From an optimization exercise on the open Yosys and OpenROAD flow, aimed at small area; shortcuts taken in it are not production practice.
Function was checked by simulation only, so behaviour that the tests miss may differ from the original.
Power and IR drop assume default switching activity.

--- flow/flow/run.sh ---
#!/bin/bash
# The standard layout (standard.sh) with three changes:
#  - synthesis maps the logic with an area-oriented ABC recipe (area.abc) and
#    leaves adders to ABC instead of mapping them to adder cells first;
#  - the clock tree is built without dummy load cells;
#  - ports get minimum-size buffers.
# make's output goes to standard.log; each tool's log is in orfs/logs.
set -euo pipefail
W=$PWD
export AREA_ABC_SCRIPT=$W/flow/area.abc
export FLOW_SYNTH_TCL=$W/synth_recipe.tcl
export ADDER_MAP_FILE=
export CTS_ARGS="-sink_clustering_enable -repair_clock_nets -dont_use_dummy_load -buf_list {sky130_fd_sc_hd__clkbuf_4 sky130_fd_sc_hd__clkbuf_8}"
export BUFFER_PORTS_ARGS="-buffer_cell sky130_fd_sc_hd__buf_1"
sed "s#SYNTH_SCRIPT=[^ ]*#SYNTH_SCRIPT=$W/flow/area_synth.tcl#" standard.sh > area_standard.sh
grep -q "SYNTH_SCRIPT=$W/flow/area_synth.tcl" area_standard.sh
bash area_standard.sh > standard.log 2>&1
--- flow/flow/area.abc ---
strash
&get -n
&fraig -x
&put
scorr
dc2
strash
&get -n
&deepsyn -T 30 -S 7
&put
dch -f
amap
--- flow/flow/area_synth.tcl ---
# The standard flow's synthesis script (synth_recipe.tcl, which sources ORFS's synth.tcl)
# with one change: the ABC call uses the area-oriented recipe in area.abc
# instead of ORFS's speed script. Registers are mapped before ABC runs, so
# they are the same as in the standard synthesis.
proc abc {args} {
  set i [lsearch $args -script]
  if {$i >= 0} { lset args [expr {$i + 1}] $::env(AREA_ABC_SCRIPT) }
  yosys abc {*}$args
}
source $::env(FLOW_SYNTH_TCL)
--- flow/standard.sh ---
#!/bin/bash
# synth_recipe.tcl (not shown) runs the flow's synth.tcl, then flattens the netlist and writes it again
# the make line also repeats each setting of config.mk as NAME=value (left out here)
make -C /OpenROAD-flow-scripts/flow DESIGN_CONFIG=/design/flow/config.mk WORK_HOME=/design/flow/orfs CLKGATE_MAP_FILE= SYNTH_SCRIPT=/design/flow/synth_recipe.tcl "${@:-finish}"
--- flow/config.mk ---
export PLATFORM = sky130hd
export DESIGN_NAME = amp_frontend
export DESIGN_NICKNAME = amp_frontend
export VERILOG_FILES = /design/flow/design.v
export SDC_FILE = /design/flow/constraint.sdc
export NUM_CORES = 4
export LEC_CHECK = 0
export CAP_MARGIN = 20
export CORE_MARGIN = 2
export CORE_UTILIZATION = 40
export SLEW_MARGIN = 20
--- flow/constraint.sdc ---
create_clock -name core_clock -period 10.0 [get_ports {clk}]
set_input_delay 2.0000 -clock core_clock [delete_from_list [all_inputs] [get_ports {clk}]]
set_output_delay 2.0000 -clock core_clock [all_outputs]
set_load 0.01 [all_outputs]
--- flow/design.v ---
module spdif_decoder (
    input clk_in,
    input reset,             
    input rx_in,
    output i2s_bck,
    output i2s_ws,
    output i2s_d0,
    output init_st);         
  reg [2:0] corr;
  always @(posedge clk_in, posedge reset)
    if (reset) corr <= 3'b000;
    else       corr <= {corr[1:0], rx_in};
  wire rxedge = corr[2] ^ corr[1];
  wire rxup   = rxedge & corr[1];
  wire rxdown = rxedge & !corr[1];
  reg [7:0] bckcnt;
  reg [7:0] bitlen;
  reg bitedge;
  reg diffnz;
  reg bck_reg;
  reg phase;
  wire bck_hi = ((bckcnt >= 8'd18) & (bckcnt <= 8'd34)) |
                ((bckcnt >= 8'd52) & (bckcnt <= 8'd68)) |
                ((bckcnt >= 8'd86) & (bckcnt <= 8'd102));
  wire flip = ((bckcnt >= 8'd43) & (bckcnt <= 8'd58) & diffnz) |
              ((bckcnt >= 8'd77) & (bckcnt <= 8'd92));
  always @(posedge clk_in, posedge reset)
    if (reset) begin
      bckcnt  <= 8'h00;
      bitlen  <= 8'hff;
      bitedge <= 1'b0;
      diffnz  <= 1'b0;
      bck_reg <= 1'b0;
      phase   <= 1'b0;
    end else begin
      bitedge <= rxedge;
      bitlen  <= bitedge ? 8'h00 : bitlen + 8'h01;
      if (rxup) begin
        bckcnt <= 8'h00;
        diffnz <= 1'b0;
        if (flip) phase <= !phase;
      end else if (rxdown) begin
        diffnz <= (bckcnt != 8'h00);
      end else begin
        bckcnt  <= bckcnt + 8'h01;
        bck_reg <= bck_hi ^ !phase;
      end
    end
  assign i2s_bck = bck_reg;
  wire le20 = bitlen <= 8'd20;
  wire le38 = bitlen <= 8'd38;
  wire lt42 = bitlen <  8'd42;
  wire gt42 = bitlen >  8'd42;
  localparam [3:0]
    INIT_ST          = 4'b0000,
    SEARCH_ST        = 4'b0001,
    FOUND_1_0_ST     = 4'b0010,
    FOUND_1_1_ST     = 4'b0011,
    FOUND_0_ST       = 4'b0100,
    FOUND_SYNC_0_ST  = 4'b0101,
    FOUND_SYNC_B_ST  = 4'b0110,
    FOUND_SYNC_B1_ST = 4'b0111,
    FOUND_SYNC_B2_ST = 4'b1000,
    FOUND_SYNC_W_ST  = 4'b1001,
    FOUND_SYNC_W1_ST = 4'b1010,
    FOUND_SYNC_W2_ST = 4'b1011,
    FOUND_SYNC_M_ST  = 4'b1100,
    FOUND_SYNC_M1_ST = 4'b1101,
    FOUND_SYNC_M2_ST = 4'b1110;
  reg [3:0] st, st_next;
  reg [4:0] idx;
  reg ws_reg, d0_reg;
  reg [23:0] bufL, bufR;
  assign init_st = (st == INIT_ST);
  assign i2s_ws = ws_reg;
  assign i2s_d0 = d0_reg;
  wire data_st = (st == FOUND_1_1_ST) | (st == FOUND_0_ST);
  wire sync2_st = (st == FOUND_SYNC_B2_ST) | (st == FOUND_SYNC_W2_ST) | (st == FOUND_SYNC_M2_ST);
  wire in24 = idx < 5'd24;
  wire shift = data_st & bitedge & in24;
  wire newbit = (st == FOUND_1_1_ST);
  always @* begin
    st_next = st;
    case (st)
      INIT_ST:          st_next = SEARCH_ST;
      SEARCH_ST:        if (bitedge & gt42) st_next = FOUND_SYNC_0_ST;
      FOUND_SYNC_0_ST:  if (bitedge) st_next = le20 ? FOUND_SYNC_B_ST :
                                               le38 ? FOUND_SYNC_W_ST :
                                               gt42 ? FOUND_SYNC_M_ST : SEARCH_ST;
      FOUND_SYNC_B_ST:  if (bitedge & le20) st_next = FOUND_SYNC_B1_ST;
      FOUND_SYNC_B1_ST: if (bitedge & !lt42) st_next = FOUND_SYNC_B2_ST;
      FOUND_SYNC_W_ST:  if (bitedge & le20) st_next = FOUND_SYNC_W1_ST;
      FOUND_SYNC_W1_ST: if (bitedge & !le20 & lt42) st_next = FOUND_SYNC_W2_ST;
      FOUND_SYNC_M_ST:  if (bitedge & le20) st_next = FOUND_SYNC_M1_ST;
      FOUND_SYNC_M1_ST: if (bitedge & le20) st_next = FOUND_SYNC_M2_ST;
      FOUND_SYNC_B2_ST, FOUND_SYNC_W2_ST, FOUND_SYNC_M2_ST,
      FOUND_1_0_ST:     if (bitedge) begin
                          if (le20) st_next = (st == FOUND_1_0_ST) ? FOUND_1_1_ST : FOUND_1_0_ST;
                          else if (st != FOUND_1_0_ST) st_next = FOUND_0_ST;
                        end
      FOUND_1_1_ST, FOUND_0_ST:
                        if (bitedge) begin
                          if (le20) st_next = FOUND_1_0_ST;
                          else if (lt42) st_next = FOUND_0_ST;
                          else if (gt42) st_next = FOUND_SYNC_0_ST;
                        end
      default:          st_next = SEARCH_ST;
    endcase
  end
  always @(posedge clk_in, posedge reset)
    if (reset) begin
      st     <= INIT_ST;
      idx    <= 5'd0;
      ws_reg <= 1'b0;
      d0_reg <= 1'b0;
      bufL   <= 24'h0;
      bufR   <= 24'h0;
    end else begin
      st <= st_next;
      if (sync2_st) idx <= 5'd0;
      else if (data_st & bitedge) idx <= idx + 5'd1;
      if (sync2_st) ws_reg <= (st == FOUND_SYNC_W2_ST);
      else if ((st == INIT_ST) | (st == SEARCH_ST)) ws_reg <= 1'b0;
      if (st == INIT_ST) d0_reg <= 1'b0;
      else if (data_st & in24) d0_reg <= ws_reg ? bufL[idx] : bufR[idx];
      if (shift & !ws_reg) bufL <= {bufL[22:0], newbit};
      if (shift & ws_reg)  bufR <= {bufR[22:0], newbit};
    end
endmodule
module timer_simple (
    input clk_in,
    input reset,             
    input [15:0] cnt,
    output reg done);
   wire hit = &{cnt[15:14], cnt[11:6], cnt[5], !cnt[4], cnt[3:2]};
   always @(posedge clk_in, posedge reset)
     if (reset)    done <= 1'b0;
     else if (hit) done <= 1'b1;
endmodule
module amp_state_control (
    input clk_in,
    input reset,             
    input nerror_in,
    output nmute_out,
    output i2c_active,
    output [7:0] i2c_tick);
  wire [15:0] cnt;
  wire done;
  reg muted;
  clk_div div (.clk_in(clk_in), .reset(reset), .cnt(cnt));
  timer_simple tim (.clk_in(clk_in), .reset(reset), .cnt(cnt), .done(done));
  always @(posedge clk_in, posedge reset)
    if (reset) muted <= 1'b0;
    else if (done & !nerror_in) muted <= 1'b1;
  assign nmute_out = done & !muted;
  assign i2c_active = cnt[15] & !cnt[14] & !done;
  assign i2c_tick = cnt[13:6];
endmodule
module clk_div (
    input clk_in,
    input reset,             
    output [15:0] cnt);
   reg [9:0] hi;
   reg [5:0] lo;
   wire lo_z = (lo[4:0] == 5'b00000);
   wire wrap = lo[5] & lo_z;
   always @(posedge clk_in, posedge reset)
     if (reset) begin
       hi <= 10'h0bf;
       lo <= 6'b100100;
     end else begin
       lo <= {lo[4:0], lo[5] ^ lo[4] ^ lo_z};
       if (wrap) hi <= hi + 10'h001;
     end
   assign cnt = {hi, lo};
endmodule
module amp_i2c_master (
    input [7:0] tick_idx,
    input active,
    output sda,
    output scl);
   reg [1:0] lines;
   always @*
     case (tick_idx)
       8'd0: lines = 2'b11;
       8'd1: lines = 2'b11;
       8'd2: lines = 2'b01;
       8'd3: lines = 2'b00;
       8'd4: lines = 2'b00;
       8'd5: lines = 2'b01;
       8'd6: lines = 2'b01;
       8'd7: lines = 2'b00;
       8'd8: lines = 2'b10;
       8'd9: lines = 2'b11;
       8'd10: lines = 2'b11;
       8'd11: lines = 2'b10;
       8'd12: lines = 2'b00;
       8'd13: lines = 2'b01;
       8'd14: lines = 2'b01;
       8'd15: lines = 2'b00;
       8'd16: lines = 2'b00;
       8'd17: lines = 2'b01;
       8'd18: lines = 2'b01;
       8'd19: lines = 2'b00;
       8'd20: lines = 2'b00;
       8'd21: lines = 2'b01;
       8'd22: lines = 2'b01;
       8'd23: lines = 2'b00;
       8'd24: lines = 2'b00;
       8'd25: lines = 2'b01;
       8'd26: lines = 2'b01;
       8'd27: lines = 2'b00;
       8'd28: lines = 2'b00;
       8'd29: lines = 2'b01;
       8'd30: lines = 2'b01;
       8'd31: lines = 2'b00;
       8'd32: lines = 2'b00;
       8'd33: lines = 2'b01;
       8'd34: lines = 2'b01;
       8'd35: lines = 2'b10;
       8'd36: lines = 2'b10;
       8'd37: lines = 2'b11;
       8'd38: lines = 2'b11;
       8'd39: lines = 2'b10;
       8'd40: lines = 2'b00;
       8'd41: lines = 2'b00;
       8'd42: lines = 2'b01;
       8'd43: lines = 2'b01;
       8'd44: lines = 2'b00;
       8'd45: lines = 2'b10;
       8'd46: lines = 2'b11;
       8'd47: lines = 2'b11;
       8'd48: lines = 2'b10;
       8'd49: lines = 2'b00;
       8'd50: lines = 2'b01;
       8'd51: lines = 2'b01;
       8'd52: lines = 2'b00;
       8'd53: lines = 2'b00;
       8'd54: lines = 2'b01;
       8'd55: lines = 2'b01;
       8'd56: lines = 2'b00;
       8'd57: lines = 2'b00;
       8'd58: lines = 2'b01;
       8'd59: lines = 2'b01;
       8'd60: lines = 2'b00;
       8'd61: lines = 2'b00;
       8'd62: lines = 2'b01;
       8'd63: lines = 2'b01;
       8'd64: lines = 2'b00;
       8'd65: lines = 2'b00;
       8'd66: lines = 2'b01;
       8'd67: lines = 2'b01;
       8'd68: lines = 2'b00;
       8'd69: lines = 2'b00;
       8'd70: lines = 2'b01;
       8'd71: lines = 2'b01;
       8'd72: lines = 2'b00;
       8'd73: lines = 2'b00;
       8'd74: lines = 2'b11;
       8'd75: lines = 2'b11;
       8'd76: lines = 2'b10;
       8'd77: lines = 2'b00;
       8'd78: lines = 2'b00;
       8'd79: lines = 2'b01;
       8'd80: lines = 2'b01;
       8'd81: lines = 2'b00;
       8'd82: lines = 2'b00;
       8'd83: lines = 2'b01;
       8'd84: lines = 2'b01;
       8'd85: lines = 2'b00;
       8'd86: lines = 2'b00;
       8'd87: lines = 2'b01;
       8'd88: lines = 2'b01;
       8'd89: lines = 2'b00;
       8'd90: lines = 2'b10;
       8'd91: lines = 2'b11;
       8'd92: lines = 2'b11;
       8'd93: lines = 2'b10;
       8'd94: lines = 2'b10;
       8'd95: lines = 2'b11;
       8'd96: lines = 2'b11;
       8'd97: lines = 2'b10;
       8'd98: lines = 2'b00;
       8'd99: lines = 2'b01;
       8'd100: lines = 2'b01;
       8'd101: lines = 2'b00;
       8'd102: lines = 2'b00;
       8'd103: lines = 2'b01;
       8'd104: lines = 2'b01;
       8'd105: lines = 2'b00;
       8'd106: lines = 2'b00;
       8'd107: lines = 2'b01;
       8'd108: lines = 2'b01;
       8'd109: lines = 2'b00;
       8'd110: lines = 2'b00;
       8'd111: lines = 2'b11;
       8'd112: lines = 2'b11;
       8'd113: lines = 2'b10;
       8'd114: lines = 2'b01;
       8'd115: lines = 2'b01;
       8'd116: lines = 2'b01;
       8'd117: lines = 2'b01;
       8'd118: lines = 2'b01;
       8'd119: lines = 2'b01;
       8'd120: lines = 2'b01;
       8'd121: lines = 2'b01;
       8'd122: lines = 2'b01;
       8'd123: lines = 2'b01;
       8'd124: lines = 2'b01;
       8'd125: lines = 2'b01;
       8'd126: lines = 2'b01;
       8'd127: lines = 2'b01;
       8'd128: lines = 2'b11;
       8'd129: lines = 2'b11;
       8'd130: lines = 2'b01;
       8'd131: lines = 2'b00;
       8'd132: lines = 2'b00;
       8'd133: lines = 2'b01;
       8'd134: lines = 2'b01;
       8'd135: lines = 2'b00;
       8'd136: lines = 2'b10;
       8'd137: lines = 2'b11;
       8'd138: lines = 2'b11;
       8'd139: lines = 2'b10;
       8'd140: lines = 2'b00;
       8'd141: lines = 2'b01;
       8'd142: lines = 2'b01;
       8'd143: lines = 2'b00;
       8'd144: lines = 2'b00;
       8'd145: lines = 2'b01;
       8'd146: lines = 2'b01;
       8'd147: lines = 2'b00;
       8'd148: lines = 2'b00;
       8'd149: lines = 2'b01;
       8'd150: lines = 2'b01;
       8'd151: lines = 2'b00;
       8'd152: lines = 2'b00;
       8'd153: lines = 2'b01;
       8'd154: lines = 2'b01;
       8'd155: lines = 2'b00;
       8'd156: lines = 2'b00;
       8'd157: lines = 2'b01;
       8'd158: lines = 2'b01;
       8'd159: lines = 2'b00;
       8'd160: lines = 2'b00;
       8'd161: lines = 2'b01;
       8'd162: lines = 2'b01;
       8'd163: lines = 2'b10;
       8'd164: lines = 2'b10;
       8'd165: lines = 2'b11;
       8'd166: lines = 2'b11;
       8'd167: lines = 2'b10;
       8'd168: lines = 2'b00;
       8'd169: lines = 2'b00;
       8'd170: lines = 2'b01;
       8'd171: lines = 2'b01;
       8'd172: lines = 2'b00;
       8'd173: lines = 2'b00;
       8'd174: lines = 2'b01;
       8'd175: lines = 2'b01;
       8'd176: lines = 2'b00;
       8'd177: lines = 2'b10;
       8'd178: lines = 2'b11;
       8'd179: lines = 2'b11;
       8'd180: lines = 2'b10;
       8'd181: lines = 2'b10;
       8'd182: lines = 2'b11;
       8'd183: lines = 2'b11;
       8'd184: lines = 2'b10;
       8'd185: lines = 2'b00;
       8'd186: lines = 2'b01;
       8'd187: lines = 2'b01;
       8'd188: lines = 2'b00;
       8'd189: lines = 2'b10;
       8'd190: lines = 2'b11;
       8'd191: lines = 2'b11;
       8'd192: lines = 2'b10;
       8'd193: lines = 2'b00;
       8'd194: lines = 2'b01;
       8'd195: lines = 2'b01;
       8'd196: lines = 2'b00;
       8'd197: lines = 2'b10;
       8'd198: lines = 2'b11;
       8'd199: lines = 2'b11;
       8'd200: lines = 2'b10;
       8'd201: lines = 2'b00;
       8'd202: lines = 2'b11;
       8'd203: lines = 2'b11;
       8'd204: lines = 2'b10;
       8'd205: lines = 2'b00;
       8'd206: lines = 2'b00;
       8'd207: lines = 2'b01;
       8'd208: lines = 2'b01;
       8'd209: lines = 2'b00;
       8'd210: lines = 2'b00;
       8'd211: lines = 2'b01;
       8'd212: lines = 2'b01;
       8'd213: lines = 2'b00;
       8'd214: lines = 2'b00;
       8'd215: lines = 2'b01;
       8'd216: lines = 2'b01;
       8'd217: lines = 2'b00;
       8'd218: lines = 2'b00;
       8'd219: lines = 2'b01;
       8'd220: lines = 2'b01;
       8'd221: lines = 2'b00;
       8'd222: lines = 2'b10;
       8'd223: lines = 2'b11;
       8'd224: lines = 2'b11;
       8'd225: lines = 2'b10;
       8'd226: lines = 2'b00;
       8'd227: lines = 2'b01;
       8'd228: lines = 2'b01;
       8'd229: lines = 2'b00;
       8'd230: lines = 2'b00;
       8'd231: lines = 2'b01;
       8'd232: lines = 2'b01;
       8'd233: lines = 2'b00;
       8'd234: lines = 2'b00;
       8'd235: lines = 2'b01;
       8'd236: lines = 2'b01;
       8'd237: lines = 2'b00;
       8'd238: lines = 2'b00;
       8'd239: lines = 2'b11;
       8'd240: lines = 2'b11;
       8'd241: lines = 2'b10;
       8'd242: lines = 2'b01;
       8'd243: lines = 2'b01;
       8'd244: lines = 2'b01;
       8'd245: lines = 2'b01;
       8'd246: lines = 2'b01;
       8'd247: lines = 2'b01;
       8'd248: lines = 2'b01;
       8'd249: lines = 2'b01;
       8'd250: lines = 2'b01;
       8'd251: lines = 2'b01;
       8'd252: lines = 2'b01;
       8'd253: lines = 2'b01;
       8'd254: lines = 2'b01;
       8'd255: lines = 2'b01;
       default: lines = 2'b11;
     endcase
   assign sda = !active | lines[1];
   assign scl = !active | lines[0];
endmodule
module amp_frontend (
    input reset,
    input wire clk,
    input rx_in,
    input nerror_in,
    output i2s_bck,
    output i2s_ws,
    output i2s_d0,
    output i2c_sda,
    output i2c_scl,
    output nenable_out,
    output nmute_out);
    wire init_st;
    wire i2c_active;
    wire [7:0] i2c_tick;
    spdif_decoder spdif (
      .clk_in(clk),
      .reset(reset),
      .rx_in(rx_in),
      .i2s_bck(i2s_bck),
      .i2s_ws(i2s_ws),
      .i2s_d0(i2s_d0),
      .init_st(init_st));
    assign nenable_out = init_st;
    amp_state_control ctrl (
      .clk_in(clk),
      .reset(reset),
      .nerror_in(nerror_in),
      .nmute_out(nmute_out),
      .i2c_active(i2c_active),
      .i2c_tick(i2c_tick));
    amp_i2c_master i2c (
      .tick_idx(i2c_tick),
      .active(i2c_active),
      .sda(i2c_sda),
      .scl(i2c_scl));
endmodule
==> notes.md, run 1 <==
global-route wire length before repair 16.6 mm; endpoints failing hold 0; worst max-slew margin expressed relative to the limit 0.508; clock buffer depth 2; required arrival time at the worst endpoint 8000 ps; critical path arrival 2240 ps; final core utilization 0.448; type of destination of the critical path output pin; total wire length after detailed routing 9.44 mm; Post-Route M1 WL 4.59 mm; Via-to-Cell Ratio 5.41; dominant register cell in the synthesized netlist dfrtp_1; synthesized net count 506; hold-fix buffers at CTS 0; power density over the cells 192 mW/mm2; registers with the most flip-flops spdif.bufL: 24 flops, spdif.bufR: 24 flops, ctrl.div.hi: 10 flops; Final Cycle Share 0.424; final worst hold slack 355 ps; class of the most critical hold timing path reg -> reg; Met3 Routed Length 277 um; leftover overflow at the end of global routing 0; Tightest Pin Transition 738 ps; clock tree root buffer cell clkbuf_8; Mapped Area 0.00453 mm2; RR Startpoint spdif.st[1]; clock tree sinks 100; number of synthesized register bits 100; number of gates given a new drive strength after cts 0; area of all placed cells without fillers 0.00490 mm2; critical path start-end classification reg -> out; hold path startpoint spdif.corr[0]; count of mapped cells out of synthesis 502; post-place instance area 0.00477 mm2; maxcap violations 0; count of buffers added by post-CTS timing repair for setup 0; die outline area 0.0122 mm2; die width 110 um; startpoint type of the worst setup path flop; die boundary height 110 um; Reg clk slew, reported paths 80 ps; result of the run complete, no violations; Final Wtd Congestion 0.889; Critical R2R Capture spdif.bufL[2]; Initial DRT Pass Iterations 4; Clock Latency Late Sink 380 ps; maximum fanout count along the critical path 6; std cell rows 38; CTS H-Tree Depth 3; Min Clock Period, post-route 4240 ps; worst reg-to-reg setup slack 7260 ps; met2 wire len 4.40 mm; top post-synthesis cells by area dfrtp_1 (46%), dfstp_2 (9.9%), o22ai_1 (7.7%); critical path's slowest cell dfstp_2; mean post-synth cell area 9.03 um2; starting density of the core 0.415; summed negative setup slack over all endpoints 0 ps; portion of synthesized cell area occupied by the leading cell type 0.458; pin count of the biggest net entering global routing 52; worst hold path cell count 0; sum of net half-perimeters after detailed placement 6.68 mm; Synth Warn # 5; Setup-failing EPs final 0; count of routing violations after the opening detailed-route iteration 318; count of different cell masters after synthesis 38; GRT Resource Usage Total 0.165; Peak Freq 236 MHz; WHS Endpoint spdif.corr[1]; count of pins over their slew limit 0; via count of the first global-routing pass 3,487; clock buffer count from CTS 9; clock tree from TritonCTS yes; fraction of synthesis flops using an asynchronous set or reset pin 1.00; number of antenna cells inserted 0; reg2reg path depth 12; slowest stage delay, CP 550 ps; register area share after synthesis 0.557; synthesis-to-layout area growth 7.97%; uppermost layer routed met4; largest clock skew in the final design 38.3 ps; largest area contributor in the netlist dfrtp_1; vias post-DR 3,589; number of primary I/O pins 11; antenna violations before repair 0; Wirelength per Cell 14.2 um; standby leakage power 1.93 nW; share of final-layout standard cells stronger than drive strength 1 0.0573; unrepaired setup endpoints after global routing false; post-route DRC violation count 0; number of port buffers 10; number of nets in the layout 530; Post-synth EDFFs 0; VDD IR max 88.7 uV; Core Area 0.0109 mm2; crit-path cells clkinv_1 -> nand2_1 -> a22oi_1 -> nor4_1 -> a31oi_1 -> o21a_1 -> o31ai_1 -> buf_1; Antenna Violating Nets Remaining 0
worst max-delay path: cells and delay by family, from the launching register on:
| kind | cells | cell delay [ps] |
|---|---|---|
| simple gates | 2 | 410 |
| compound gates | 4 | 580 |
| flops | 1 | 550 |
| buf+inv | 2 | 330 |
per-layer routing:
layer,vias to the layer above,track usage
met5,-,0
met4,0,0.0533
met3,14,0.0477
met2,65,0.258
met1,1692,0.221
li1,1818,-
cell families (layout without fill, tap and decap cells):
kind of cell | Yosys count | after routing | synth area share
compound gates | 149 | 149 | 0.212
flops | 100 | 100 | 0.557
buf+inv | 91 | 113 | 0.0753
simple gates | 162 | 162 | 0.156
cell usage after synthesis, drive strengths merged (7+ instances only):
cell type,number
dfstp,17
nand2,30
a31oi,7
nor2,83
clkinv,91
nor4,7
nand3,8
a211oi,11
o21a,9
o21ai,27
o22ai,56
nor3,17
dfrtp,83
a21oi,16
per-stage QoR:
step	cells	total power, mW	worst slack, ps
3_5_place_dp	655	0.745	6170
2_1_floorplan	502	0.675	6320
3_3_place_gp	655	0.740	6260
6_report	664	0.941	5760
4_1_cts	664	0.951	5760
5_1_grt	664	1.00	5630
cell type report:
type,count,area (um2)
inverter,91,344
timing repair buffer,13,60.1
tap,140,175
sequential,100,2520
clock buffer,9,124
fill,1068,6040
multi-input combinational,311,1670
power by group:
group	leakage (nW)	switching [mW]	internal, mW
registers	1.28	0.0435	0.449
clock network	0.0647	0.122	0.0809
logic	0.585	0.158	0.0879
how the worst max path moves through the flow:
stage,startpoint,to,slack [ps],cells after the start
finish,ctrl.div.hi[1],i2c_sda,5760,8
global route,ctrl.div.hi[1],i2c_sda,5630,8
CTS,ctrl.div.hi[1],i2c_sda,5760,8
detailed placement,ctrl.div.hi[1],i2c_sda,6170,8
global placement,ctrl.div.hi[1],i2c_sda,6260,8
floorplan,reset,ctrl.div.hi[6],6320,1
layout by cell type, fill, tap and decap left out, types with 2 or more instances in the layout:
master / n
o22ai_1: 56
buf_1: 10
o41ai_1: 2
a211oi_1: 11
o22a_1: 3
or3_1: 4
dfrtp_1: 83
nor4_1: 7
dfstp_2: 17
clkbuf_8: 9
or2_0: 2
nand2_1: 30
o221ai_1: 3
clkinv_1: 90
o221a_1: 2
a22oi_1: 3
a21oi_1: 16
buf_4: 3
a31oi_1: 7
o21a_1: 9
nand2b_1: 2
o21ai_0: 27
nor2b_1: 3
nand3_1: 8
or4_1: 2
nor3_1: 17
nor2_1: 83
==> run 2: changes to the inputs <==
--- a/flow/design.v
+++ b/flow/design.v
@@ -51,62 +51,58 @@
   wire le38 = bitlen <= 8'd38;
   wire lt42 = bitlen <  8'd42;
   wire gt42 = bitlen >  8'd42;
-  localparam [3:0]
-    INIT_ST          = 4'b0000,
-    SEARCH_ST        = 4'b0001,
-    FOUND_1_0_ST     = 4'b0010,
-    FOUND_1_1_ST     = 4'b0011,
-    FOUND_0_ST       = 4'b0100,
-    FOUND_SYNC_0_ST  = 4'b0101,
-    FOUND_SYNC_B_ST  = 4'b0110,
-    FOUND_SYNC_B1_ST = 4'b0111,
-    FOUND_SYNC_B2_ST = 4'b1000,
-    FOUND_SYNC_W_ST  = 4'b1001,
-    FOUND_SYNC_W1_ST = 4'b1010,
-    FOUND_SYNC_W2_ST = 4'b1011,
-    FOUND_SYNC_M_ST  = 4'b1100,
-    FOUND_SYNC_M1_ST = 4'b1101,
-    FOUND_SYNC_M2_ST = 4'b1110;
-  reg [3:0] st, st_next;
+  reg [3:0] st;
   reg [4:0] idx;
   reg ws_reg, d0_reg;
   reg [23:0] bufL, bufR;
-  assign init_st = (st == INIT_ST);
   assign i2s_ws = ws_reg;
   assign i2s_d0 = d0_reg;
-  wire data_st = (st == FOUND_1_1_ST) | (st == FOUND_0_ST);
-  wire sync2_st = (st == FOUND_SYNC_B2_ST) | (st == FOUND_SYNC_W2_ST) | (st == FOUND_SYNC_M2_ST);
-  wire in24 = idx < 5'd24;
-  wire shift = data_st & bitedge & in24;
-  wire newbit = (st == FOUND_1_1_ST);
+  localparam [3:0] INIT_ST = 4'd15;
+  localparam [3:0] SEARCH_ST = 4'd7;
+  localparam [3:0] S0_ST = 4'd1;
+  localparam [3:0] B_ST = 4'd14;
+  localparam [3:0] B1_ST = 4'd8;
+  localparam [3:0] W_ST = 4'd13;
+  localparam [3:0] W1_ST = 4'd5;
+  localparam [3:0] M_ST = 4'd2;
+  localparam [3:0] M1_ST = 4'd0;
+  localparam [3:0] X2L_ST = 4'd6;
+  localparam [3:0] W2_ST = 4'd4;
+  localparam [3:0] F10_ST = 4'd12;
+  localparam [3:0] F11_ST = 4'd9;
+  localparam [3:0] F0_ST = 4'd11;
+  reg [3:0] st_next;
   always @* begin
     st_next = st;
     case (st)
-      INIT_ST:          st_next = SEARCH_ST;
-      SEARCH_ST:        if (bitedge & gt42) st_next = FOUND_SYNC_0_ST;
-      FOUND_SYNC_0_ST:  if (bitedge) st_next = le20 ? FOUND_SYNC_B_ST :
-                                               le38 ? FOUND_SYNC_W_ST :
-                                               gt42 ? FOUND_SYNC_M_ST : SEARCH_ST;
-      FOUND_SYNC_B_ST:  if (bitedge & le20) st_next = FOUND_SYNC_B1_ST;
-      FOUND_SYNC_B1_ST: if (bitedge & !lt42) st_next = FOUND_SYNC_B2_ST;
-      FOUND_SYNC_W_ST:  if (bitedge & le20) st_next = FOUND_SYNC_W1_ST;
-      FOUND_SYNC_W1_ST: if (bitedge & !le20 & lt42) st_next = FOUND_SYNC_W2_ST;
-      FOUND_SYNC_M_ST:  if (bitedge & le20) st_next = FOUND_SYNC_M1_ST;
-      FOUND_SYNC_M1_ST: if (bitedge & le20) st_next = FOUND_SYNC_M2_ST;
-      FOUND_SYNC_B2_ST, FOUND_SYNC_W2_ST, FOUND_SYNC_M2_ST,
-      FOUND_1_0_ST:     if (bitedge) begin
-                          if (le20) st_next = (st == FOUND_1_0_ST) ? FOUND_1_1_ST : FOUND_1_0_ST;
-                          else if (st != FOUND_1_0_ST) st_next = FOUND_0_ST;
-                        end
-      FOUND_1_1_ST, FOUND_0_ST:
-                        if (bitedge) begin
-                          if (le20) st_next = FOUND_1_0_ST;
-                          else if (lt42) st_next = FOUND_0_ST;
-                          else if (gt42) st_next = FOUND_SYNC_0_ST;
-                        end
-      default:          st_next = SEARCH_ST;
+      INIT_ST:   st_next = SEARCH_ST;
+      SEARCH_ST: if (bitedge & gt42) st_next = S0_ST;
+      S0_ST:     if (bitedge) st_next = le20 ? B_ST : le38 ? W_ST : gt42 ? M_ST : SEARCH_ST;
+      B_ST:      if (bitedge & le20) st_next = B1_ST;
+      B1_ST:     if (bitedge & !lt42) st_next = X2L_ST;
+      W_ST:      if (bitedge & le20) st_next = W1_ST;
+      W1_ST:     if (bitedge & !le20 & lt42) st_next = W2_ST;
+      M_ST:      if (bitedge & le20) st_next = M1_ST;
+      M1_ST:     if (bitedge & le20) st_next = X2L_ST;
+      X2L_ST, W2_ST: if (bitedge) st_next = le20 ? F10_ST : F0_ST;
+      F10_ST:    if (bitedge & le20) st_next = F11_ST;
+      F11_ST, F0_ST: if (bitedge) begin
+                   if (le20) st_next = F10_ST;
+                   else if (lt42) st_next = F0_ST;
+                   else if (gt42) st_next = S0_ST;
+                 end
+      default:   st_next = SEARCH_ST;
     endcase
   end
+  wire init_st_w = (st == INIT_ST);
+  wire data_st  = (st == F11_ST) | (st == F0_ST);
+  wire sync2_st = (st == X2L_ST) | (st == W2_ST);
+  wire w2_st    = (st == W2_ST);
+  wire search_st = (st == SEARCH_ST);
+  wire newbit   = (st == F11_ST);
+  assign init_st = init_st_w;
+  wire in24 = idx < 5'd24;
+  wire shift = data_st & bitedge & in24;
   always @(posedge clk_in, posedge reset)
     if (reset) begin
       st     <= INIT_ST;
@@ -119,9 +115,9 @@
       st <= st_next;
       if (sync2_st) idx <= 5'd0;
       else if (data_st & bitedge) idx <= idx + 5'd1;
-      if (sync2_st) ws_reg <= (st == FOUND_SYNC_W2_ST);
-      else if ((st == INIT_ST) | (st == SEARCH_ST)) ws_reg <= 1'b0;
-      if (st == INIT_ST) d0_reg <= 1'b0;
+      if (sync2_st) ws_reg <= w2_st;
+      else if (init_st_w | search_st) ws_reg <= 1'b0;
+      if (init_st_w) d0_reg <= 1'b0;
       else if (data_st & in24) d0_reg <= ws_reg ? bufL[idx] : bufR[idx];
       if (shift & !ws_reg) bufL <= {bufL[22:0], newbit};
       if (shift & ws_reg)  bufR <= {bufR[22:0], newbit};
--- a/flow/flow/run.sh
+++ b/flow/flow/run.sh
@@ -1,6 +1,7 @@
 #!/bin/bash
 # The standard layout (standard.sh) with three changes:
-#  - synthesis maps the logic with an area-oriented ABC recipe (area.abc) and
+#  - synthesis maps the logic with an area-oriented ABC recipe (area.abc,
+#    best of a few seeds) and
 #    leaves adders to ABC instead of mapping them to adder cells first;
 #  - the clock tree is built without dummy load cells;
 #  - ports get minimum-size buffers.
@@ -9,6 +10,8 @@
 W=$PWD
 export AREA_ABC_SCRIPT=$W/flow/area.abc
 export FLOW_SYNTH_TCL=$W/synth_recipe.tcl
+export AREA_ABC_DIR=$W/abc_runs
+mkdir -p $AREA_ABC_DIR
 export ADDER_MAP_FILE=
 export CTS_ARGS="-sink_clustering_enable -repair_clock_nets -dont_use_dummy_load -buf_list {sky130_fd_sc_hd__clkbuf_4 sky130_fd_sc_hd__clkbuf_8}"
 export BUFFER_PORTS_ARGS="-buffer_cell sky130_fd_sc_hd__buf_1"
==> flow/flow/area.abc (replaced) <==
strash
&get -n
&fraig -x
&put
scorr
dc2
strash
&get -n
&deepsyn -T 30 -S SEED
&put
dch -f
amap
==> flow/flow/area_synth.tcl (replaced) <==
# The standard flow's synthesis script (synth_recipe.tcl, which sources ORFS's synth.tcl)
# with one change: the ABC call uses the area-oriented recipe in area.abc
# instead of ORFS's speed script. The recipe's &deepsyn step is run with a
# few random seeds and the mapping with the smallest cell area is kept.
# Registers are mapped before ABC runs, so they are the same as in the
# standard synthesis.
proc abc {args} {
  set i [lsearch $args -script]
  set lib [lindex $args [expr {[lsearch $args -liberty] + 1}]]
  set recipe [read [set f [open $::env(AREA_ABC_SCRIPT)]]][close $f]
  yosys design -save pre_abc
  set best_area ""
  foreach seed {1 3 7 11} {
    yosys design -load pre_abc
    set script $::env(AREA_ABC_DIR)/area_seed$seed.abc
    set f [open $script w]
    puts -nonewline $f [string map [list SEED $seed] $recipe]
    close $f
    if {$i >= 0} { lset args [expr {$i + 1}] $script }
    yosys abc {*}$args
    yosys tee -q -o $::env(AREA_ABC_DIR)/area_seed$seed.stat stat -liberty $lib
    set f [open $::env(AREA_ABC_DIR)/area_seed$seed.stat]
    regexp {Chip area for module [^:]*:\s*([0-9.]+)} [read $f] -> area
    close $f
    puts "area-oriented ABC, seed $seed: cell area $area"
    if {$best_area eq "" || $area < $best_area} {
      set best_area $area
      set best_seed $seed
      yosys design -save best_abc
    }
  }
  puts "area-oriented ABC: keeping seed $best_seed ($best_area)"
  yosys design -load best_abc
}
source $::env(FLOW_SYNTH_TCL)
==> run 2 against run 1 <==
Still clean. Clock-buffer cell count did not move. Global-route usage rose by 0.41 points. Sequential share of layout area increased by 0.53 points. Non-clock buffer count unchanged. Power is 7.0% higher. Synthesized cell count shrank 4.0%. Critical endpoint unchanged.
==> notes.md, run 2 <==
largest area contributor in the netlist dfrtp_1 (unchanged); Setup-failing EPs final 0 (unchanged); starting density of the core 0.413 (was 0.415); total wire length after detailed routing 9.25 mm (was 9.44 mm); count of different cell masters after synthesis 36 (was 38); sum of net half-perimeters after detailed placement 6.47 mm (was 6.68 mm); Synth Warn # 5 (unchanged); Clock Latency Late Sink 370 ps (was 380 ps); clock buffer depth 2 (unchanged); net switching fraction of the power 0.329 (was 0.344); count of mapped cells out of synthesis 482 (was 502); Mapped Area 0.00449 mm2 (was 0.00453 mm2); power spent charging and discharging nets 331 uW (was 324 uW); Final Wtd Congestion 0.920 (was 0.889); Final Cycle Share 0.428 (was 0.424); number of primary I/O pins 11 (unchanged); Post-synth EDFFs 0 (unchanged); mean post-synth cell area 9.32 um2 (was 9.03 um2); combinational fraction of design power 0.244 (was 0.262); die boundary height 110 um (about the same); class of the most critical hold timing path reg -> reg (unchanged); Peak Freq 234 MHz (was 236 MHz); Wirelength per Cell 14.4 um (was 14.2 um); final-layout fill cell count 1,066 (was 1,068); non-filler cells, final 644 (was 664); Core Area 0.0109 mm2 (about the same); critical path start-end classification reg -> out (unchanged); most used cells in the layout excluding fill and tap cells nor2_1 (86), dfrtp_1 (79), clkinv_1 (70) (was clkinv_1 (90), nor2_1 (83), dfrtp_1 (83)); number of nets in the layout 510 (was 530); number of antenna cells inserted 0 (unchanged); unrepaired setup endpoints after global routing false (unchanged); GRT Resource Usage Total 0.169 (was 0.165); dominant register cell in the synthesized netlist dfrtp_1 (unchanged); maxcap violations 0 (unchanged); std cell rows 38 (unchanged); standby leakage power 1.84 nW (was 1.93 nW); via count of the first global-routing pass 3,486 (was 3,487); Min Clock Period, post-route 4280 ps (was 4240 ps); number of port buffers 10 (unchanged); portion of synthesized cell area occupied by the leading cell type 0.440 (was 0.458); Antenna Violating Nets Remaining 0 (unchanged); pin count of the biggest net entering global routing 81 (was 52); die outline area 0.0121 mm2 (was 0.0122 mm2); clock tree root buffer cell clkbuf_8 (unchanged); startpoint type of the worst setup path flop (unchanged); summed negative setup slack over all endpoints 0 ps (unchanged); Tightest Pin Transition 961 ps (was 738 ps); fraction of synthesis flops using an asynchronous set or reset pin 1.00 (unchanged); count of routing violations after the opening detailed-route iteration 225 (was 318); leading cell type in the layout, fill and taps excluded nor2_1 (was clkinv_1); worst-case setup margin in the final layout 5720 ps (was 5760 ps); number of gates given a new drive strength after cts 0 (unchanged); register area share after synthesis 0.563 (was 0.557); required arrival time at the worst endpoint 8000 ps (about the same); count of buffers added by post-CTS timing repair for setup 0 (unchanged); Clock power frac 0.201 (was 0.216); leftover overflow at the end of global routing 0 (unchanged); Total Power Consumption 1.01 mW (was 941 uW); power density over the cells 207 mW/mm2 (was 192 mW/mm2); top post-synthesis cells by area dfrtp_1 (44%), dfstp_2 (12%), nor2_1 (7.2%) (was dfrtp_1 (46%), dfstp_2 (9.9%), o22ai_1 (7.7%)); clock tree sinks 100 (unchanged); registers with the most flip-flops spdif.bufL: 24 flops, spdif.bufR: 24 flops, ctrl.div.hi: 10 flops (unchanged); top post-synthesis cells by count nor2_1 (86), dfrtp_1 (79), clkinv_1 (71) (was clkinv_1 (91), dfrtp_1 (83), nor2_1 (83)); post-place instance area 0.00473 mm2 (was 0.00477 mm2); Int Pwr 676 uW (was 617 uW); CTS H-Tree Depth 3 (unchanged); Setup Slack @ Placement 6150 ps (was 6170 ps); hold-fix buffers at CTS 0 (unchanged); clock buffer count from CTS 9 (unchanged); endpoints failing hold 0 (unchanged); clock tree from TritonCTS yes (unchanged); Initial DRT Pass Iterations 4 (unchanged); most frequent cell after synthesis nor2_1 (was clkinv_1); synthesized net count 486 (was 506); instance count after placement with tap cells included 635 (was 655); footprint of the flip-flops and latches 0.00253 mm2 (was 0.00252 mm2); Via-to-Cell Ratio 5.59 (was 5.41); area of all placed cells without fillers 0.00486 mm2 (was 0.00490 mm2); post-route DRC violation count 0 (unchanged); result of the run complete, no violations (unchanged); critical path arrival 2280 ps (was 2240 ps); global-route wire length before repair 16.1 mm (was 16.6 mm); type of destination of the critical path output pin (unchanged); share of final-layout standard cells stronger than drive strength 1 0.0675 (was 0.0573); synthesis-to-layout area growth 8.05% (was 7.97%); Seq pwr share 0.555 (was 0.523); antenna violations before repair 0 (unchanged); largest clock skew in the final design 21.7 ps (was 38.3 ps); VDD IR max 81.4 uV (was 88.7 uV); die width 110 um (about the same); number of synthesized register bits 100 (unchanged); vias post-DR 3,599 (was 3,589); count of pins over their slew limit 0 (unchanged); Reg clk slew, reported paths 90 ps (was 80 ps); multi-input logic area 0.00170 mm2 (was 0.00167 mm2); maximum fanout count along the critical path 7 (was 6); worst max-slew margin expressed relative to the limit 0.360 (was 0.508)
run 2: final timing paths:
kind	end	slack (ps)	from	cells past startpoint
worst max register to register	spdif.bufL[13]	7170	spdif.st[0]	9
worst min-delay path	spdif.corr[1]	360	spdif.corr[0]	0
max in group asynchronous	spdif.bufL[19]	7190	reset	3
worst min register to register	spdif.corr[1]	360	spdif.corr[0]	0
min in group asynchronous	spdif.corr[0]	1550	reset	2
worst max-delay path	i2c_sda	5720	ctrl.div.hi[0]	10
run 2: critical path, stage by stage (launching register included):
cell,delay [ps]
dfstp_2,520
clkinv_1,170
a22oi_1,260
nor2_1,90
nor4_1,310
nor2_1,90
nor3_1,140
nor2_1,60
nor2_1,90
a31oi_1,50
buf_1,160
run 2: routing by layer:
| metal | global-route usage | up-vias | wire, um | part of all wire |
|---|---|---|---|---|
| met2 | 0.268 | 51 | 4370 | 0.47 |
| met4 | 0.0669 | 0 | 179 | 0.019 |
| met1 | 0.230 | 1756 | 4470 | 0.48 |
| met3 | 0.0288 | 19 | 237 | 0.026 |
| met5 | 0 | - | 0 | 0 |
| li1 | - | 1773 | - | - |
run 2: final cells by class:
| type | count | share of cell area |
|---|---|---|
| inverter | 71 | 0.0554 |
| tap | 140 | 0.0361 |
| clock buffer | 9 | 0.0255 |
| timing repair buffer | 13 | 0.0124 |
| multi-input combinational | 311 | 0.350 |
| sequential | 100 | 0.521 |
run 2: logic make-up (layout without fill, tap and decap cells):
logic type | after synthesis | in the layout | synth area share
compound gates | 163 | 163 | 0.239
simple gates | 147 | 147 | 0.138
flops | 100 | 100 | 0.563
buf+inv | 71 | 93 | 0.0593
xor+xnor | 1 | 1 | 0.00195
run 2: power groups by stage:
stage	Combinational [mW]	Sequential, mW	Clock (mW)
CTS	0.248	0.558	0.211
global route	0.283	0.570	0.227
global placement	0.242	0.563	0
detailed placement	0.247	0.565	0
finish	0.246	0.558	0.203
floorplan	0.197	0.544	0
run 2: through the flow:
| stage | utilization | hold slack (ps) |
|---|---|---|
| 2_1_floorplan | - | 331 |
| 3_3_place_gp | 0.435 | 333 |
| 3_5_place_dp | 0.435 | 335 |
| 4_1_cts | 0.446 | 358 |
| 5_1_grt | 0.446 | 367 |
| 6_report | 0.446 | 355 |
==> run 3: changes to the inputs <==
--- a/flow/flow/area_synth.tcl
+++ b/flow/flow/area_synth.tcl
@@ -10,7 +10,7 @@
   set recipe [read [set f [open $::env(AREA_ABC_SCRIPT)]]][close $f]
   yosys design -save pre_abc
   set best_area ""
-  foreach seed {1 3 7 11} {
+  foreach seed {1 3 7 11 13 19 29 37} {
     yosys design -load pre_abc
     set script $::env(AREA_ABC_DIR)/area_seed$seed.abc
     set f [open $script w]
==> run 3 against run 2 <==
Sequential power increased by 0.9%. Worst hold slack about the same. Sequential cell count stayed put. Routed wire length shrank 0.38%.
==> notes.md, run 3 <==
maxcap violations 0 (unchanged); standby leakage power 1.92 nW (was 1.84 nW); post-route DRC violation count 0 (unchanged); type of destination of the critical path output pin (unchanged); Core Area 0.0108 mm2 (was 0.0109 mm2); count of buffers added by post-CTS timing repair for setup 0 (unchanged); die boundary height 110 um (about the same); result of the run complete, no violations (unchanged); number of port buffers 10 (unchanged); synthesized net count 454 (was 486); net switching fraction of the power 0.283 (was 0.329); Mapped Area 0.00446 mm2 (was 0.00449 mm2); Setup-failing EPs final 0 (unchanged); Clock Latency Late Sink 360 ps (was 370 ps); Int Pwr 658 uW (was 676 uW); CTS H-Tree Depth 3 (unchanged); clock tree root buffer cell clkbuf_8 (unchanged); largest clock skew in the final design 24.3 ps (was 21.7 ps); Seq pwr share 0.614 (was 0.555); Clock power frac 0.220 (was 0.201); hold path startpoint spdif.corr[0] (unchanged); Post-synth EDFFs 0 (unchanged); Initial DRT Pass Iterations 6 (was 4); count of routing violations after the opening detailed-route iteration 200 (was 225); power spent charging and discharging nets 260 uW (was 331 uW); synthesis-to-layout area growth 8.10% (was 8.05%); number of nets in the layout 478 (was 510); vias post-DR 3,441 (was 3,599); starting density of the core 0.412 (was 0.413); endpoints failing hold 0 (unchanged); VDD IR max 78.6 uV (was 81.4 uV); Total Power Consumption 917 uW (was 1.01 mW); most frequent cell after synthesis nor2_1 (unchanged); via count of the first global-routing pass 3,396 (was 3,486); GRT Resource Usage Total 0.167 (was 0.169); portion of synthesized cell area occupied by the leading cell type 0.443 (was 0.440); leftover overflow at the end of global routing 0 (unchanged); Final Cycle Share 0.424 (was 0.428); share of final-layout standard cells stronger than drive strength 1 0.0720 (was 0.0675); mean post-synth cell area 9.92 um2 (was 9.32 um2); leading cell type in the layout, fill and taps excluded nor2_1 (unchanged); Critical R2R Capture spdif.bufL[2] (was spdif.bufL[13]); global-route wire length before repair 15.8 mm (was 16.1 mm); die width 110 um (about the same); number of gates given a new drive strength after cts 0 (unchanged); worst reg-to-reg setup slack 7050 ps (was 7170 ps); Antenna Violating Nets Remaining 0 (unchanged); number of primary I/O pins 11 (unchanged); clock tree from TritonCTS yes (unchanged); Wirelength per Cell 15.1 um (was 14.4 um); Final Wtd Congestion 0.902 (was 0.920); Reg clk slew, reported paths 90 ps (about the same); Synth Warn # 5 (unchanged); largest area contributor in the netlist dfrtp_1 (unchanged); startpoint type of the worst setup path flop (unchanged); clock buffer count from CTS 9 (unchanged); count of different cell masters after synthesis 39 (was 36); maximum fanout count along the critical path 8 (was 7); area of all placed cells without fillers 0.00482 mm2 (was 0.00486 mm2); WHS Endpoint spdif.corr[1] (unchanged); critical path start-end classification reg -> out (unchanged); most used cells in the layout excluding fill and tap cells nor2_1 (82), dfrtp_1 (79), o22a_1 (48) (was nor2_1 (86), dfrtp_1 (79), clkinv_1 (70)); number of antenna cells inserted 0 (unchanged); std cell rows 38 (unchanged); worst hold path cell count 0 (unchanged); RR Startpoint spdif.st[0] (unchanged); reg2reg path depth 9 (unchanged); count of pins over their slew limit 0 (unchanged); Via-to-Cell Ratio 5.62 (was 5.59); clock buffer depth 2 (unchanged); total wire length after detailed routing 9.22 mm (was 9.25 mm); clock tree sinks 100 (unchanged); post-place instance area 0.00470 mm2 (was 0.00473 mm2); combinational fraction of design power 0.166 (was 0.244); power density over the cells 190 mW/mm2 (was 207 mW/mm2); count of mapped cells out of synthesis 450 (was 482); register area share after synthesis 0.567 (was 0.563); dominant register cell in the synthesized netlist dfrtp_1 (unchanged); Peak Freq 236 MHz (was 234 MHz); top post-synthesis cells by area dfrtp_1 (44%), dfstp_2 (12%), o22a_1 (9.4%) (was dfrtp_1 (44%), dfstp_2 (12%), nor2_1 (7.2%)); hold-fix buffers at CTS 0 (unchanged); critical path arrival 2240 ps (was 2280 ps); pin count of the biggest net entering global routing 58 (was 81); summed negative setup slack over all endpoints 0 ps (unchanged); final worst hold slack 356 ps (was 355 ps); class of the most critical hold timing path reg -> reg (unchanged); worst max-slew margin expressed relative to the limit 0.512 (was 0.360); top post-synthesis cells by count nor2_1 (82), dfrtp_1 (79), o22a_1 (48) (was nor2_1 (86), dfrtp_1 (79), clkinv_1 (71)); sum of net half-perimeters after detailed placement 6.33 mm (was 6.47 mm); die outline area 0.0120 mm2 (was 0.0121 mm2); Min Clock Period, post-route 4240 ps (was 4280 ps); Tightest Pin Transition 732 ps (was 961 ps); registers with the most flip-flops spdif.bufL: 24 flops, spdif.bufR: 24 flops, ctrl.div.hi: 10 flops (unchanged); final core utilization 0.445 (was 0.446); fraction of synthesis flops using an asynchronous set or reset pin 1.00 (unchanged); number of synthesized register bits 100 (unchanged); required arrival time at the worst endpoint 8000 ps (about the same); antenna violations before repair 0 (unchanged); final-layout fill cell count 1,036 (was 1,066); unrepaired setup endpoints after global routing false (unchanged)
run 3: cell types whose count changed after synthesis, sizes merged, moves of 3 or more:
cell,delta
a2111oi,-8
a21oi,-5
a31oi,-3
clkinv,-25
nor2,-4
nor3,+7
nor4,-6
o21ai,-7
o221ai,+6
o22a,+29
o22ai,-25
run 3: critical path, stage by stage, from the launching register on:
cell	delay (ps)
dfstp_2	610
clkinv_1	130
nor2_1	300
nor2_1	70
a21oi_1	110
o21ai_0	80
o41a_1	320
o221ai_1	80
buf_1	180
run 3: how the worst max path moves through the flow:
stage / depth (start not counted) / endpoint / startpoint / slack [ps]
6_report: 8 / i2c_sda / ctrl.div.hi[1] / 5760
3_5_place_dp: 8 / i2c_sda / ctrl.div.hi[1] / 6170
5_1_grt: 8 / i2c_sda / ctrl.div.hi[1] / 5620
2_1_floorplan: 1 / ctrl.div.hi[6] / reset / 6330
3_3_place_gp: 8 / i2c_sda / ctrl.div.hi[1] / 6150
4_1_cts: 8 / i2c_sda / ctrl.div.hi[1] / 5760
run 3: cells by family after synthesis:
logic type,after synthesis,share of synthesized area
flops,100,0.567
simple gates,146,0.138
compound gates,158,0.257
buf+inv,46,0.0387
run 3: cell type report:
cell class	count	area, um2	area share
multi-input cells	304	1760	0.365
flip-flops and latches	100	2530	0.524
repair buffers	13	60.1	0.0124
well taps	140	175	0.0363
clock buffers	9	124	0.0257
inverters	46	175	0.0363
run 3: stage by stage:
stage	setup WS, ps	cells
after floorplan	6330	450
after global placement	6150	603
after detailed placement	6170	603
after CTS	5760	612
after global routing	5620	612
final	5760	612
run 3: power groups by stage:
| stage | Clock (mW) | Combinational (mW) | Sequential [mW] |
|---|---|---|---|
| 2_1_floorplan | 0 | 0.130 | 0.548 |
| 3_3_place_gp | 0 | 0.150 | 0.569 |
| 3_5_place_dp | 0 | 0.153 | 0.570 |
| 4_1_cts | 0.209 | 0.154 | 0.563 |
| 5_1_grt | 0.226 | 0.174 | 0.574 |
| 6_report | 0.202 | 0.152 | 0.563 |
run 3: routing by layer:
metal  global-route usage  wire length [um]
met1                0.219              4410
met2                0.273              4350
met3               0.0273               266
met4               0.0750               197
met5                    0                 0
==> run 4: changes to the inputs <==
--- a/flow/design.v
+++ b/flow/design.v
@@ -28,12 +28,10 @@
     if (reset) begin
       bckcnt  <= 8'h00;
       bitlen  <= 8'hff;
-      bitedge <= 1'b0;
       diffnz  <= 1'b0;
       bck_reg <= 1'b0;
       phase   <= 1'b0;
     end else begin
-      bitedge <= rxedge;
       bitlen  <= bitedge ? 8'h00 : bitlen + 8'h01;
       if (rxup) begin
         bckcnt <= 8'h00;
@@ -106,15 +104,12 @@
   always @(posedge clk_in, posedge reset)
     if (reset) begin
       st     <= INIT_ST;
-      idx    <= 5'd0;
       ws_reg <= 1'b0;
       d0_reg <= 1'b0;
       bufL   <= 24'h0;
       bufR   <= 24'h0;
     end else begin
       st <= st_next;
-      if (sync2_st) idx <= 5'd0;
-      else if (data_st & bitedge) idx <= idx + 5'd1;
       if (sync2_st) ws_reg <= w2_st;
       else if (init_st_w | search_st) ws_reg <= 1'b0;
       if (init_st_w) d0_reg <= 1'b0;
@@ -122,6 +117,11 @@
       if (shift & !ws_reg) bufL <= {bufL[22:0], newbit};
       if (shift & ws_reg)  bufR <= {bufR[22:0], newbit};
     end
+  always @(posedge clk_in) begin
+    bitedge <= rxedge;
+    if (sync2_st) idx <= 5'd0;
+    else if (data_st & bitedge) idx <= idx + 5'd1;
+  end
 endmodule
 module timer_simple (
     input clk_in,
==> run 4 against run 3 <==
Critical path depth decreased by 1. Global-route usage decreased by 0.27 points. First-iteration DRC count increased by 48%. Sequential share of layout area decreased by 0.18 points. Die area decreased by 0.86%. Register-to-register slack got worse by 20 ps. Sequential cell count unchanged. Critical path type unchanged. Largest power group unchanged.
==> notes.md, run 4 <==
result of the run complete, no violations (unchanged); number of gates given a new drive strength after cts 0 (unchanged); standby leakage power 1.80 nW (was 1.92 nW); maximum fanout count along the critical path 8 (unchanged); largest area contributor in the netlist dfrtp_1 (unchanged); number of port buffers 10 (unchanged); Most Used Layer, Global Route met2 (unchanged); GR Layer Usage met2 0.245 (was 0.273); unrepaired setup endpoints after global routing false (unchanged); kind of cell adding the most delay to the critical path compound AO/OA/AOI/OAI gates (was flip-flops); starting density of the core 0.410 (was 0.412); post-route DRC violation count 0 (unchanged); most used cells in the layout excluding fill and tap cells nor2_1 (75), dfrtp_1 (73), o22a_1 (47) (was nor2_1 (82), dfrtp_1 (79), o22a_1 (48)); global-route wire length before repair 15.2 mm (was 15.8 mm); leading cell type in the layout, fill and taps excluded nor2_1 (unchanged); required arrival time at the worst endpoint 8000 ps (about the same); top post-synthesis cells by area dfrtp_1 (41%), dfstp_2 (12%), o22a_1 (9.3%) (was dfrtp_1 (44%), dfstp_2 (12%), o22a_1 (9.4%)); synthesized net count 454 (unchanged); final core utilization 0.443 (was 0.445); Wirelength per Cell 14.7 um (was 15.1 um); clock tree from TritonCTS yes (unchanged); number of synthesized register bits 100 (unchanged); antenna violations before repair 0 (unchanged); post-place instance area 0.00466 mm2 (was 0.00470 mm2); maxcap violations 0 (unchanged); critical path's slowest cell dfstp_2 (unchanged); endpoints failing hold 0 (unchanged); number of buffer and inverter instances along the worst setup path 2 (unchanged); dominant register cell in the synthesized netlist dfrtp_1 (unchanged); critical path arrival 2250 ps (was 2240 ps); vias post-DR 3,354 (was 3,441); crit-path cells clkinv_1 -> a2111oi_0 -> a221oi_1 -> o21ai_0 -> nand2_1 -> o221ai_1 -> buf_1 (was clkinv_1 -> nor2_1 -> nor2_1 -> a21oi_1 -> o21ai_0 -> o41a_1 -> o221ai_1 -> buf_1); synthesis-to-layout area growth 8.15% (was 8.10%); Final Wtd Congestion 0.938 (was 0.902); GRT Resource Usage Total 0.165 (was 0.167); final worst hold slack 355 ps (was 356 ps); area of all placed cells without fillers 0.00478 mm2 (was 0.00482 mm2); die width 109 um (was 110 um); Mapped Area 0.00442 mm2 (was 0.00446 mm2); largest clock skew in the final design 26.9 ps (was 24.3 ps); pin count of the biggest net entering global routing 59 (was 58); worst-case setup margin in the final layout 5750 ps (was 5760 ps); count of different cell masters after synthesis 34 (was 39); critical path start-end classification reg -> out (unchanged); summed negative setup slack over all endpoints 0 ps (unchanged); Peak Freq 235 MHz (was 236 MHz); fraction of synthesis flops using an asynchronous set or reset pin 0.940 (was 1.00); count of pins over their slew limit 0 (unchanged); CTS H-Tree Depth 3 (unchanged); clock tree sinks 100 (unchanged); hold-fix buffers at CTS 0 (unchanged); Setup-failing EPs final 0 (unchanged); portion of synthesized cell area occupied by the leading cell type 0.413 (was 0.443); Reg clk slew, reported paths 70 ps (was 90 ps); most frequent cell after synthesis nor2_1 (unchanged); number of primary I/O pins 11 (unchanged); total wire length after detailed routing 9.01 mm (was 9.22 mm); Antenna Violating Nets Remaining 0 (unchanged); startpoint type of the worst setup path flop (unchanged); Initial DRT Pass Iterations 5 (was 6); type of destination of the critical path output pin (unchanged); via count of the first global-routing pass 3,171 (was 3,396); Tightest Pin Transition 708 ps (was 732 ps); Post-synth EDFFs 0 (unchanged); die boundary height 109 um (was 110 um); Final Cycle Share 0.425 (was 0.424); number of antenna cells inserted 0 (unchanged); Clock Latency Late Sink 370 ps (was 360 ps); sum of net half-perimeters after detailed placement 6.20 mm (was 6.33 mm); count of routing violations after the opening detailed-route iteration 296 (was 200); slowest stage delay, CP 610 ps (about the same); count of mapped cells out of synthesis 450 (unchanged); leftover overflow at the end of global routing 0 (unchanged); count of buffers added by post-CTS timing repair for setup 0 (unchanged); Min Clock Period, post-route 4250 ps (was 4240 ps); mean post-synth cell area 9.83 um2 (was 9.92 um2); final-layout fill cell count 997 (was 1,036); register area share after synthesis 0.565 (was 0.567); die outline area 0.0119 mm2 (was 0.0120 mm2); number of nets in the layout 478 (unchanged); VDD IR max 102 uV (was 78.6 uV); Setup Slack @ Placement 6150 ps (was 6170 ps); met3 global-route usage 0.0293 (was 0.0273); clock buffer count from CTS 9 (unchanged); std cell rows 38 (unchanged); class of the most critical hold timing path reg -> reg (unchanged); Via-to-Cell Ratio 5.48 (was 5.62); clock buffer depth 2 (unchanged); power density over the cells 249 mW/mm2 (was 190 mW/mm2); Synth Warn # 5 (unchanged); share of final-layout standard cells stronger than drive strength 1 0.0720 (unchanged); Core Area 0.0108 mm2 (about the same); global routing met1 resource utilization 0.234 (was 0.219); registers with the most flip-flops spdif.bufL: 24 flops, spdif.bufR: 24 flops, ctrl.div.hi: 10 flops (unchanged); worst max-slew margin expressed relative to the limit 0.528 (was 0.512); top post-synthesis cells by count nor2_1 (75), dfrtp_1 (73), o22a_1 (47) (was nor2_1 (82), dfrtp_1 (79), o22a_1 (48)); clock tree root buffer cell clkbuf_8 (unchanged)
-- run 4: metal layers --
metal  vias up  share of wire
met4         0          0.019
met5         -              0
li1       1699              -
met3        16          0.038
met1      1581           0.51
met2        58           0.44
-- run 4: cells by family (layout without fill, tap and decap cells) --
family / count (synthesis) / in the layout / synth area share
buffers and inverters: 38 / 60 / 0.0322
flip-flops: 100 / 100 / 0.565
AO/OA/AOI/OAI: 159 / 159 / 0.258
AND/OR/NAND/NOR: 153 / 153 / 0.145
-- run 4: area by class of cell --
cell class / count / area, um2 / area share
tap: 140 / 175 / 0.0366
sequential: 100 / 2500 / 0.522
clock buffer: 9 / 124 / 0.0259
inverter: 38 / 144 / 0.0301
timing repair buffer: 13 / 60.1 / 0.0126
multi-input combinational: 312 / 1780 / 0.372
-- run 4: metrics by stage --
stage / instances / power, mW
after floorplan: 450 / 0.899
after global placement: 603 / 0.989
after detailed placement: 603 / 0.996
after CTS: 612 / 1.20
after global routing: 612 / 1.27
final: 612 / 1.19
-- run 4: power by group --
group | switching (mW) | total [mW] | internal (mW)
logic | 0.171 | 0.335 | 0.165
registers | 0.115 | 0.653 | 0.538
clock network | 0.120 | 0.201 | 0.0810
-- run 4: worst paths after layout --
kind	slack (ps)	startpoint	cells past startpoint	to
setup / recovery	5750	ctrl.div.hi[1]	7	i2c_sda
hold / removal	360	spdif.corr[0]	0	spdif.corr[1]
setup reg to reg	7030	spdif.st[3]	9	spdif.bufL[18]
hold reg to reg	360	spdif.corr[0]	0	spdif.corr[1]
max in group asynchronous	7170	reset	3	spdif.bufR[14]
min in group asynchronous	1670	reset	2	spdif.d0_reg
==> run 5: changes to the inputs <==
--- a/flow/flow/run.sh
+++ b/flow/flow/run.sh
@@ -13,7 +13,7 @@
 export AREA_ABC_DIR=$W/abc_runs
 mkdir -p $AREA_ABC_DIR
 export ADDER_MAP_FILE=
-export CTS_ARGS="-sink_clustering_enable -repair_clock_nets -dont_use_dummy_load -buf_list {sky130_fd_sc_hd__clkbuf_4 sky130_fd_sc_hd__clkbuf_8}"
+export CTS_ARGS="-repair_clock_nets -dont_use_dummy_load -sink_clustering_size 50 -buf_list {sky130_fd_sc_hd__clkbuf_16}"
 export BUFFER_PORTS_ARGS="-buffer_cell sky130_fd_sc_hd__buf_1"
 sed "s#SYNTH_SCRIPT=[^ ]*#SYNTH_SCRIPT=$W/flow/area_synth.tcl#" standard.sh > area_standard.sh
 grep -q "SYNTH_SCRIPT=$W/flow/area_synth.tcl" area_standard.sh
--- a/flow/flow/area_synth.tcl
+++ b/flow/flow/area_synth.tcl
@@ -10,7 +10,7 @@
   set recipe [read [set f [open $::env(AREA_ABC_SCRIPT)]]][close $f]
   yosys design -save pre_abc
   set best_area ""
-  foreach seed {1 3 7 11 13 19 29 37} {
+  foreach seed {19} {
     yosys design -load pre_abc
     set script $::env(AREA_ABC_DIR)/area_seed$seed.abc
     set f [open $script w]
==> run 5 against run 4 <==
Still clean on timing, DRC and antenna. Worst setup slack got worse by 94 ps. Combinational power is 3% lower. Clock power increased by 43%. Sequential share of layout area decreased by 2.2 points. Global-route usage up 0.88 points. Synthesized cell count grew 11%. Cell count increased by 8.2%. Critical path type unchanged. Largest cell class unchanged.
==> notes.md, run 5 <==
result of the run complete, no violations (unchanged); registers with the most flip-flops spdif.bufL: 24 flops, spdif.bufR: 24 flops, ctrl.div.hi: 10 flops (unchanged); number of nets in the layout 528 (was 478); Setup crit start ctrl.div.hi[2] (was ctrl.div.hi[1]); largest clock skew in the final design 10.5 ps (was 26.9 ps); leftover overflow at the end of global routing 0 (unchanged); std cell rows 38 (unchanged); non-filler cells, final 662 (was 612); sum of net half-perimeters after detailed placement 6.75 mm (was 6.20 mm); global-route wire length before repair 16.3 mm (was 15.2 mm); worst setup path endpoint i2c_sda (unchanged); unrepaired setup endpoints after global routing false (unchanged); number of synthesized register bits 100 (unchanged); die width 110 um (was 109 um); most frequent cell after synthesis nor2_1 (unchanged); clock buffer count from CTS 9 (unchanged); count of different cell masters after synthesis 38 (was 34); reg2reg path depth 13 (was 9); Setup Slack @ Placement 6010 ps (was 6150 ps); total wire length after detailed routing 9.37 mm (was 9.01 mm); die boundary height 110 um (was 109 um); Critical R2R Capture spdif.st[1] (was spdif.bufL[18]); leading cell type in the layout, fill and taps excluded nor2_1 (unchanged); top post-synthesis cells by count nor2_1 (102), dfrtp_1 (73), clkinv_1 (68) (was nor2_1 (75), dfrtp_1 (73), o22a_1 (47)); count of pins over their slew limit 0 (unchanged); synthesized net count 504 (was 454); Reg clk slew, reported paths 60 ps (was 70 ps); Mapped Area 0.00452 mm2 (was 0.00442 mm2); type of destination of the critical path output pin (unchanged); dominant register cell in the synthesized netlist dfrtp_1 (unchanged); required arrival time at the worst endpoint 8000 ps (about the same); count of mapped cells out of synthesis 500 (was 450); Initial DRT Pass Iterations 5 (unchanged); post-route DRC violation count 0 (unchanged); hold-fix buffers at CTS 0 (unchanged); Min Clock Period, post-route 4350 ps (was 4250 ps); worst-case setup margin in the final layout 5650 ps (was 5750 ps); number of antenna cells inserted 0 (unchanged); Setup-failing EPs final 0 (unchanged); count of routing violations after the opening detailed-route iteration 229 (was 296); GRT Resource Usage Total 0.173 (was 0.165); standby leakage power 1.94 nW (was 1.80 nW); most used cells in the layout excluding fill and tap cells nor2_1 (102), dfrtp_1 (73), clkinv_1 (67) (was nor2_1 (75), dfrtp_1 (73), o22a_1 (47)); pin count of the biggest net entering global routing 55 (was 59); power spent charging and discharging nets 409 uW (was 406 uW); maximum fanout count along the critical path 7 (was 8); Synth Warn # 5 (unchanged); critical path start-end classification reg -> out (unchanged); RR Startpoint spdif.bitlen[2] (was spdif.st[3]); clock tree sinks 100 (unchanged); clock tree root buffer cell clkbuf_16 (was clkbuf_8); Seq pwr share 0.503 (was 0.549); die outline area 0.0122 mm2 (was 0.0119 mm2); post-place instance area 0.00477 mm2 (was 0.00466 mm2); power density over the cells 246 mW/mm2 (was 249 mW/mm2); largest area contributor in the netlist dfrtp_1 (unchanged); Final Wtd Congestion 0.932 (was 0.938); net switching fraction of the power 0.332 (was 0.341); top post-synthesis cells by area dfrtp_1 (40%), dfstp_2 (12%), nor2_1 (8.5%) (was dfrtp_1 (41%), dfstp_2 (12%), o22a_1 (9.3%)); final worst hold slack 355 ps (about the same); VDD IR max 102 uV (about the same); CTS H-Tree Depth 3 (unchanged); Core Area 0.0109 mm2 (was 0.0108 mm2); Antenna Violating Nets Remaining 0 (unchanged); count of buffers added by post-CTS timing repair for setup 0 (unchanged); summed negative setup slack over all endpoints 0 ps (unchanged); portion of synthesized cell area occupied by the leading cell type 0.404 (was 0.413); clock tree from TritonCTS yes (unchanged); synthesis-to-layout area growth 10.4% (was 8.15%); class of the most critical hold timing path reg -> reg (unchanged); startpoint type of the worst setup path flop (unchanged)
==> run 5: cell type report <==
type | count | area, um2 | area share
inverters | 68 | 256 | 0.0514
flip-flops and latches | 100 | 2500 | 0.501
repair buffers | 13 | 60.1 | 0.0120
well taps | 140 | 175 | 0.0351
multi-input cells | 332 | 1780 | 0.356
clock buffers | 9 | 225 | 0.0451
==> run 5: cell families after synthesis <==
logic type | Yosys count | share of synthesized area
buffers and inverters | 68 | 0.0565
DFF | 100 | 0.553
AOI/OAI and AO/OA | 156 | 0.227
and+or+nand+nor | 176 | 0.164
==> run 5: metal layers <==
layer	up-vias	share of wire	wire length, um	global-route usage
met3	9	0.036	336	0.0412
met5	-	0	0	0
met1	1708	0.48	4510	0.239
li1	1817	-	-	-
met2	63	0.47	4420	0.276
met4	0	0.012	110	0.0455
==> run 5: power by group through the flow <==
| stage | clock network [mW] | registers (mW) | logic [mW] |
|---|---|---|---|
| final | 0.287 | 0.619 | 0.324 |
| after CTS | 0.299 | 0.620 | 0.327 |
| after floorplan | 0 | 0.593 | 0.264 |
| after global placement | 0 | 0.625 | 0.319 |
| after global routing | 0.313 | 0.636 | 0.374 |
| after detailed placement | 0 | 0.625 | 0.326 |
==> run 5: worst min path at each step <==
| stage | from | end | slack (ps) | depth (start not counted) |
|---|---|---|---|---|
| 2_1_floorplan | spdif.corr[0] | spdif.corr[1] | 330 | 0 |
| 3_3_place_gp | spdif.corr[0] | spdif.corr[1] | 330 | 0 |
| 3_5_place_dp | spdif.corr[0] | spdif.corr[1] | 350 | 0 |
| 4_1_cts | spdif.corr[0] | spdif.corr[1] | 360 | 0 |
| 5_1_grt | spdif.corr[0] | spdif.corr[1] | 380 | 0 |
| 6_report | spdif.corr[0] | spdif.corr[1] | 360 | 0 |
==> run 5: worst max-delay path, cell delays in order (launching register included) <==
cell and delay (ps):
dfstp_2 550, clkinv_1 160, nand2_1 130, nor2_1 70, a2111oi_0 650, o311a_1 270
a31oi_1 40, buf_1 130

Setup slack of run 5, layout unchanged: 5.654 ns with ideal ports, 5.616 ns with driving cells assumed (clock clkbuf_16, inputs buf_2), 5.982 ns with port delays also shifted by the 0.365 ns mid clock arrival.
